Background: an optimization exercise with open tools, aiming at small area. Do not read the settings as production practice.
The RTL was checked by simulation tests, not by an equivalence proof against the original design.
No driver is modelled on the clock port, so clocking that relies on it looks cheaper here than on a real chip.

== job 7257 ==
Design VGAController2, start of the top module:
module VGAController2(CLK, KBCODE, HCOORD, VCOORD, KBSTROBE, CSEL, ARST_L);
Settings: LEC_CHECK=0, CAP_MARGIN=20, CORE_MARGIN=2, CORE_UTILIZATION=50, SLEW_MARGIN=20; clock period 10.0 ns.
standard.sh (not shown) runs the stock make flow with config.mk's settings and CLKGATE_MAP_FILE= SYNTH_SCRIPT=/design/flow/synth_recipe.tcl, a recipe that flattens the netlist after the stock synthesis.
==> flow/flow/run.sh <==
#!/bin/bash
# Layout flow: the standard ORFS flow (standard.sh) with
#  - the same synthesis script (synth_recipe.tcl), except that
#    * adders are not pre-mapped to full/half-adder cells (ADDER_MAP_FILE
#      empty), so ABC sees all the logic, and
#    * the final technology mapping uses area-oriented ABC scripts
#      (flow/abc.script.in: &deepsyn, then amap or &nf); three such
#      syntheses run side by side (different seeds / mappers) and the one
#      with the smallest cell area is laid out;
#    registers are mapped exactly as in the standard synthesis;
#  - the smallest buffer cell for pass-through outputs and port buffers
#    (every port still gets its own buffer);
#  - clock tree synthesis without dummy loads, with clkbuf_8 only.
# Each tool's output goes to its own log in this folder (and ORFS's logs).
set -euo pipefail
HERE=$(pwd)

ARGS=(ADDER_MAP_FILE=
      "MIN_BUF_CELL_AND_PORTS=sky130_fd_sc_hd__buf_1 A X"
      "BUFFER_PORTS_ARGS=-buffer_cell sky130_fd_sc_hd__buf_1"
      "CTS_ARGS=-sink_clustering_enable -repair_clock_nets -dont_use_dummy_load -buf_list {sky130_fd_sc_hd__clkbuf_8}")

run_synth() {  # $1 = name, $2 = seed, $3 = mapper
  local n=$1
  sed -e "s/@SEED@/$2/" -e "s/@MAP@/$3/" flow/abc.script.in | tr '|' '\n' > abc_$n.script
  {
    cat <<TCL
proc abc {args} {
  set i [lsearch \$args -script]
  if { \$i >= 0 } { lset args [expr {\$i + 1}] $HERE/abc_$n.script }
  yosys abc {*}\$args
}
TCL
    cat synth_recipe.tcl
  } > synth_$n.tcl
  sed -E "s#WORK_HOME=[^ ]*/orfs #WORK_HOME=$HERE/syn_$n #" standard.sh > standard_$n.sh
  grep -q "WORK_HOME=$HERE/syn_$n " standard_$n.sh
  bash standard_$n.sh "${ARGS[@]}" SYNTH_SCRIPT=$HERE/synth_$n.tcl synth > synth_$n.log 2>&1
}

run_synth a 1 "\&put|dch -f|amap" &
run_synth b 2 "\&put|dch -f|amap" &
run_synth c 3 "\&dch -f|\&nf -a|\&put" &
wait

best=""; best_area=""
for n in a b c; do
  rpt=syn_$n/reports/sky130hd/VGAController2/base/synth_stat.txt
  [[ -f $rpt && -f syn_$n/results/sky130hd/VGAController2/base/1_synth.odb ]] || continue
  a=$(awk '/Chip area for module/ {print $NF}' $rpt | tail -1)
  echo "synthesis $n: $a" >> synth_choice.log
  if [[ -z $best ]] || awk "BEGIN{exit !($a < $best_area)}"; then best=$n; best_area=$a; fi
done
echo "chosen: $best ($best_area)" >> synth_choice.log
mkdir -p orfs
cp -a syn_$best/. orfs/
bash standard.sh "${ARGS[@]}" SYNTH_SCRIPT=$HERE/synth_$best.tcl finish > layout.log 2>&1
==> flow/flow/abc.script.in <==
strash
dc2
&get -n
&st
&deepsyn -T 100 -S @SEED@
@MAP@
> inputs changed (job 7257 -> job 8310)
--- a/flow/flow/run.sh
+++ b/flow/flow/run.sh
@@ -11,5 +11,8 @@
 #  - the smallest buffer cell for pass-through outputs and port buffers
 #    (every port still gets its own buffer);
-#  - clock tree synthesis without dummy loads, with clkbuf_8 only.
+#  - clock tree synthesis without dummy loads, with clkbuf_4 buffers; after
+#    it, each clock buffer whose flip-flop clock pins would see a slew over
+#    85 ps is upsized to clkbuf_8 (flow/clock_buffers.tcl);
+#  - buffers from synthesis removed at floorplan (REMOVE_ABC_BUFFERS).
 # Each tool's output goes to its own log in this folder (and ORFS's logs).
 set -euo pipefail
@@ -19,5 +22,8 @@
       "MIN_BUF_CELL_AND_PORTS=sky130_fd_sc_hd__buf_1 A X"
       "BUFFER_PORTS_ARGS=-buffer_cell sky130_fd_sc_hd__buf_1"
-      "CTS_ARGS=-sink_clustering_enable -repair_clock_nets -dont_use_dummy_load -buf_list {sky130_fd_sc_hd__clkbuf_8}")
+      "CTS_ARGS=-sink_clustering_enable -repair_clock_nets -dont_use_dummy_load -buf_list {sky130_fd_sc_hd__clkbuf_4}"
+      POST_CTS_TCL=$HERE/flow/clock_buffers.tcl
+      REMOVE_ABC_BUFFERS=1)
+export CLK_SLEW_TARGET=0.085
 
 run_synth() {  # $1 = name, $2 = seed, $3 = mapper
==> flow/flow/clock_buffers.tcl (new file) <==
# Upsize the clock-tree buffers whose flip-flop clock pins see a high slew.
estimate_parasitics -placement
set lib_big [get_lib_cells sky130_fd_sc_hd__clkbuf_8]
set changed 0
foreach inst [get_cells -hierarchical *] {
  set m [get_property $inst ref_name]
  if { $m ne "sky130_fd_sc_hd__clkbuf_4" } { continue }
  set out [get_pins -of_objects $inst -filter "direction == output"]
  set net [get_nets -of_objects $out]
  set worst 0
  foreach p [get_pins -of_objects $net -filter "direction == input"] {
    set s [get_property $p slew_max]
    if { $s > $worst } { set worst $s }
  }
  if { $worst > $::env(CLK_SLEW_TARGET) } {
    replace_cell $inst $lib_big
    incr changed
  }
}
puts "clock buffers upsized: $changed"
if { $changed > 0 } {
  detailed_placement
  estimate_parasitics -placement
}
[summary]
- Status: number of enable flip-flop cells after synthesis parity (job 7257, job 8310)
- Job 8310 vs job 7257 on total number of cells along the worst setup path: job 8310 is the lower one.
- From job 7257 to job 8310 the numbers moved as follows: design area held steady; achievable frequency went down by about 1.7%.
- Job 8310: routed wire length is 310 µm lower than what job 7257 reported.
- Global-route wire length before repair grows slightly when moving from job 7257 to job 8310.
## Diff of input files: job 7595 against job 8310
--- a/flow/flow/run.sh
+++ b/flow/flow/run.sh
@@ -5,7 +5,8 @@
 #      empty), so ABC sees all the logic, and
 #    * the final technology mapping uses area-oriented ABC scripts
-#      (flow/abc.script.in: &deepsyn, then amap or &nf); three such
-#      syntheses run side by side (different seeds / mappers) and the one
-#      with the smallest cell area is laid out;
+#      (flow/abc.script.in: &deepsyn, then two rounds of choice-based area
+#      mapping with amap); five such syntheses run side by side (different
+#      seeds and amap options) and the one with the smallest cell area is
+#      laid out;
 #    registers are mapped exactly as in the standard synthesis;
 #  - the smallest buffer cell for pass-through outputs and port buffers
@@ -27,7 +28,7 @@
 export CLK_SLEW_TARGET=0.085
 
-run_synth() {  # $1 = name, $2 = seed, $3 = mapper
+run_synth() {  # $1 = name, $2 = seed, $3 = extra amap option
   local n=$1
-  sed -e "s/@SEED@/$2/" -e "s/@MAP@/$3/" flow/abc.script.in | tr '|' '\n' > abc_$n.script
+  sed -e "s/@SEED@/$2/" -e "s/@M@/$3/" flow/abc.script.in > abc_$n.script
   {
     cat <<TCL
@@ -45,11 +46,13 @@
 }
 
-run_synth a 1 "\&put|dch -f|amap" &
-run_synth b 2 "\&put|dch -f|amap" &
-run_synth c 3 "\&dch -f|\&nf -a|\&put" &
+run_synth a 1 "" &
+run_synth b 2 "" &
+run_synth c 1 "-m" &
+run_synth d 2 "-m" &
+run_synth e 3 "-m" &
 wait
 
 best=""; best_area=""
-for n in a b c; do
+for n in a b c d e; do
   rpt=syn_$n/reports/sky130hd/VGAController2/base/synth_stat.txt
   [[ -f $rpt && -f syn_$n/results/sky130hd/VGAController2/base/1_synth.odb ]] || continue
==> flow/flow/abc.script.in <==
strash
dc2
&get -n
&st
&deepsyn -T 120 -S @SEED@
&put
dch -f
amap -F 20 -A 20 -C 5000 @M@
strash
dch -f
amap -F 20 -A 20 -C 5000 @M@
## What came out
Job 7595 against job 8310: design area now smaller; global-route usage now larger; number of tap cells added at floorplan comparable; routed wire length now larger. met2 demand-to-capacity share in global routing is higher on job 8310. Data arrival at the endpoint of the critical path up 130 ps in job 7595 wrt job 8310. Cmp job 7595 and job 8310 / cell area after technology mapping / higher: job 8310. Re path length in cells of the critical path: no difference whatsoever between job 7595 and job 8310. Changes observed in job 7595 relative to job 8310: vertical extent of the die now sits lower, clock distribution area overhead in the final layout now sits at about the same level.

==> separate check: timing with driven ports <==
No port has a modelled driver above. Below, the same layouts with a new extraction and two added sets of constraints. Step 1 (the two cells are an assumption about what drives the block):
set clk [get_ports {CLK}]
set_driving_cell -lib_cell sky130_fd_sc_hd__clkbuf_16 $clk
set_driving_cell -lib_cell sky130_fd_sc_hd__buf_2 [delete_from_list [all_inputs] $clk]
Step 2 adds t to the input delays and takes it off the output delays; t is the mean of the earliest and latest rising clock arrival at the registers after step 1. Input paths then give back, and output paths get back, about the clock's delay inside the block. Slacks: no drivers / after step 1 / after step 2; pairs: no drivers / after step 1.
run	t (ns)	setup WS [ns]	pins driven straight from the clock port
job 7257	0.476	5.329 / 5.344 / 4.868	1
job 8310	0.479	5.247 / 5.260 / 4.782	1
job 7595	0.485	5.179 / 5.196 / 4.711	1
After both steps every run listed still meets setup and hold. The setup slack of job 7595, which loses most, moves by +0.017 ns with the drivers and by -0.468 ns with both steps.
